Source: an optimization exercise on an open RTL-to-GDS flow (aim: small area). Production flows keep margins and buffers that such runs may drop. Function was checked by simulation only, so behaviour that the tests miss may differ from the original. No activity file was given, so power comes from the tool's default toggle rates.

## fjord
// BitEpicness
module BitEpicness(input clk, input Reset, input [31:0] INPUT_interupt, input [31:0] INPUT_PortData, output [31:0] OUTPUT_PortData, output OUTPUT_WritePort,
		output OUTPUT_ReadPort, output [4:0] OUTPUT_PortAddress, output [31:0] iAddress, input [15:0] iDataOut,
		output [31:0] dAddress, output [31:0] dDataIn, output dWrite, output d32bit, input [31:0] dDataOut,
		output [31:0] baseAddress, input externalStall);
For scale: about 4000 cells after synthesis, ~1100 flip-flops, about 280 I/O pins, about 48000 um^2 of cells after synthesis.
Settings: LEC_CHECK=0, CAP_MARGIN=20, CORE_MARGIN=2, CORE_UTILIZATION=40, SLEW_MARGIN=20; clock period 9.0 ns.
standard.sh (not shown) runs the stock make flow with config.mk's settings and CLKGATE_MAP_FILE= SYNTH_SCRIPT=/design/flow/synth_recipe.tcl, a recipe that flattens the netlist after the stock synthesis.
==> flow/flow/run.sh <==
#!/bin/bash
# Own layout flow: the standard flow (standard.sh: ORFS from synthesis to
# the routed layout) with these changes:
#  - synthesis is the standard synthesis script with ABC's mapping script
#    replaced by the area-oriented flow/abc.script (see flow/synth.tcl); the
#    registers are mapped before ABC, so they are the standard ones;
#  - the input and output port buffers are the smallest buffer, buf_1;
#  - clock tree synthesis inserts no dummy loads and builds the tree from
#    clkbuf_8 cells, with clusters of at most 14 sinks within 60 um.
# make's output goes to flow.log here; ORFS keeps each step's log in orfs/logs/.
set -euo pipefail
here=$(pwd)
export BUFFER_PORTS_ARGS="-buffer_cell sky130_fd_sc_hd__buf_1"
export CTS_ARGS="-sink_clustering_enable -repair_clock_nets -dont_use_dummy_load -buf_list sky130_fd_sc_hd__clkbuf_8 -sink_clustering_size 14 -sink_clustering_max_diameter 60"
sed -E "s#SYNTH_SCRIPT=[^ ]+#SYNTH_SCRIPT=$here/flow/synth.tcl#" standard.sh > own_standard.sh
grep -q "SYNTH_SCRIPT=$here/flow/synth.tcl" own_standard.sh
bash own_standard.sh finish > flow.log 2>&1
==> flow/flow/abc.script <==
&get -n
&st
&syn2
&dch -f
&nf -R 1000 -p
&st
&dch -f
&nf -R 1000 -p
&put
==> flow/flow/synth.tcl <==
# The standard synthesis (synth_recipe.tcl) with one change: ABC maps with
# the area-oriented script abc.script beside this file instead of ORFS's
# abc_speed.script. Registers are mapped before ABC runs, so they are the
# standard synthesis's registers.
proc synth {args} { yosys synth -nofsm -noshare {*}$args }
set ::area_abc_script [file join [file dirname [file normalize [info script]]] abc.script]
proc abc {args} {
  set i [lsearch -exact $args -script]
  if { $i >= 0 } { lset args [expr {$i + 1}] $::area_abc_script }
  yosys abc {*}$args
}
source $::env(SCRIPTS_DIR)/synth.tcl
# left out here: clear keep_hierarchy, flatten, clean up, hide names made inside functions, write 1_2_yosys.v
For violet, these inputs were changed with respect to fjord:
--- a/flow/design.v
+++ b/flow/design.v
@@ -63,22 +63,23 @@
 	wire r_addi = ro == 5'b01100;
 	wire r_ori  = ro == 5'b01101;
 	wire r_alu  = ro == 5'b01110;
 	wire r_sll  = ro == 5'b01111;
 	wire selAB = xv & (r_mem | r_move | r_neg | r_not);      
 	wire sbImm = xv & (r_addi | r_ori | r_sll);              
 	wire sbB   = xv & (r_not | r_neg | r_alu | r_br);        
 	wire sbZ   = xv & r_move;                                
 	wire [3:0] a1 = selAB ? rB : rA;
 	wire [3:0] a2 = sbB ? rB : rC;
 	wire [3:0] a3 = r_br ? rC : rA;
+	wire z1 = xv & (r_neg | r_not | (r_alu & R_I[2:1] == 2'b10));  
 	wire z2 = sbImm | sbZ;
 	wire [4:0] eo = E_I[15:11];
 	wire [2:0] ef = E_I[2:0];
 	wire e_mem  = eo[4:3] == 2'b11;
 	wire e_br   = eo[4:3] == 2'b10;
 	wire e_move = eo == 5'b00100;
 	wire e_neg  = eo == 5'b00110;
 	wire e_not  = eo == 5'b00111;
 	wire e_addi = eo == 5'b01100;
 	wire e_ori  = eo == 5'b01101;
 	wire e_alu  = eo == 5'b01110;
@@ -86,26 +87,25 @@
 	wire [2:0] aop = ~E_v ? 3'b000
 	               : e_alu ? ef
 	               : (e_move | e_ori) ? 3'b010
 	               : e_neg ? 3'b100
 	               : e_not ? 3'b101
 	               : e_sll ? 3'b011
 	               : e_br ? 3'b111
 	               : 3'b000;
 	wire eJR = E_w & (eo[4:1] == 4'b0001);                   
 	wire [31:0] opA = E_opA;
 	wire [31:0] opB = E_opB;
-	wire zA  = aop[2:1] == 2'b10;                            
 	wire iB  = aop[2];                                       
 	wire cin = aop[2] & (aop[1] | ~aop[0]);                  
-	wire [31:0] X = zA ? 32'd0 : opA;
+	wire [31:0] X = opA;
 	wire [31:0] Y = iB ? ~opB : opB;
 	reg [32:0] G, P;
 	integer l, j;
 	always @* begin
 		G = {X & Y, cin};
 		P = {X ^ Y, 1'b0};
 		for (l = 0; l < 5; l = l + 1)
 			for (j = (2 << l) - 1; j < 33; j = j + (2 << l)) begin
 				G[j] = G[j] | (P[j] & G[j - (1 << l)]);
 				P[j] = P[j] & P[j - (1 << l)];
 			end
@@ -193,27 +193,27 @@
 	                   | ({32{p_br}} & M_P)
 	                   | ({32{p_jr}} & E_opA)
 	                   | ({32{p_j}} & {21'd0, R_I[10:0]})
 	                   | ({32{p_seq}} & (PC + {31'd0, ~stall}));
 	wire [31:0] pcHold = memmask ? M_PC : E_PC;
 	assign iAddress = PC;
 	wire isStallable = ~regmask & (((fo[4:3] == 2'b11) & ~fo[1]) | (fo == 5'b01000));
 	wire rfwe = M_W & ~interupt;
 	wire h1E = E_W & (E_T == a1), h1M = M_W & (M_T == a1);
 	wire h2E = E_W & (E_T == a2), h2M = M_W & (M_T == a2);
 	wire h3M = M_W & (M_T == E_a3);
-	wire n1 = ~(h1E | h1M), n2 = ~(h2E | h2M | z2), n3 = ~h3M;
-	wire g2 = ~z2;
+	wire n1 = ~(h1E | h1M | z1), n2 = ~(h2E | h2M | z2), n3 = ~h3M;
+	wire g1 = ~z1, g2 = ~z2;
 	reg [31:0] nOpA, nOpB, nP;
 	always @* begin
-		nOpA = ({32{h1E}} & aluout) | ({32{~h1E & h1M}} & wbdata);
+		nOpA = ({32{g1 & h1E}} & aluout) | ({32{g1 & ~h1E & h1M}} & wbdata);
 		nOpB = ({32{g2 & h2E}} & aluout) | ({32{g2 & ~h2E & h2M}} & wbdata)
 		     | ({32{sbImm}} & {{25{R_I[6]}}, R_I[6:0]});
 		nP   = {32{h3M}} & M_out;
 		for (i = 1; i < 16; i = i + 1) begin
 			nOpA = nOpA | ({32{n1 & rf_v[i] & (a1 == i)}} & rf[32*i +: 32]);
 			nOpB = nOpB | ({32{n2 & rf_v[i] & (a2 == i)}} & rf[32*i +: 32]);
 			nP   = nP   | ({32{n3 & rf_v[i] & (E_a3 == i)}} & rf[32*i +: 32]);
 		end
 	end
 	always @(posedge clk or posedge Reset)
 		if (Reset) begin
[summary]
Detailed-route wire length per cell, violet vs fjord: up slightly
Summary of violet over fjord: met1 track demand over resource in global routing has increased, share of the final layout cell area in multi-input gates decreased 0.23 points, hold slack increased 0.013 ns, wire length of the first global-routing pass now sits at about the same level.
On post-route antenna net violation count, fjord and violet are neck and neck.
violet vs. fjord: cell area now smaller; detailed-route wire length now larger; aggregate global-route resource usage now larger; clock-buffer cell count now smaller.
Leakage power of violet exceeds that of fjord slightly.
~same core utilization in fjord and violet
From fjord to violet the numbers moved as follows: first-iteration detailed-routing DRC count went up about 4.5%, sequential share of cell area went up 0.21 points.

==> re-timing with driven ports <==
The flow's constraints put no driver on any port. The routed layouts listed below were extracted and timed again, unchanged, in two steps. Step 1 sets driving cells, clkbuf_16 on the clock port and buf_2 on the other inputs (assumed; they add their load-dependent delay and slew). Step 2 times the ports against the registers' clock, not the clock port: input delays grow and output delays shrink by t, the midpoint of the rising clock arrivals with the driver on. a / b / c = ideal ports / drivers / drivers and shift; a / b = the first two.
run | t, ns | setup WS [ns] | pins driven straight from the clock port
fjord | 0.869 | 0.955 / 0.955 / 0.955 | 1
violet | 0.874 | 0.771 / 0.771 / 0.771 | 1
After both steps every run listed still meets setup and hold.
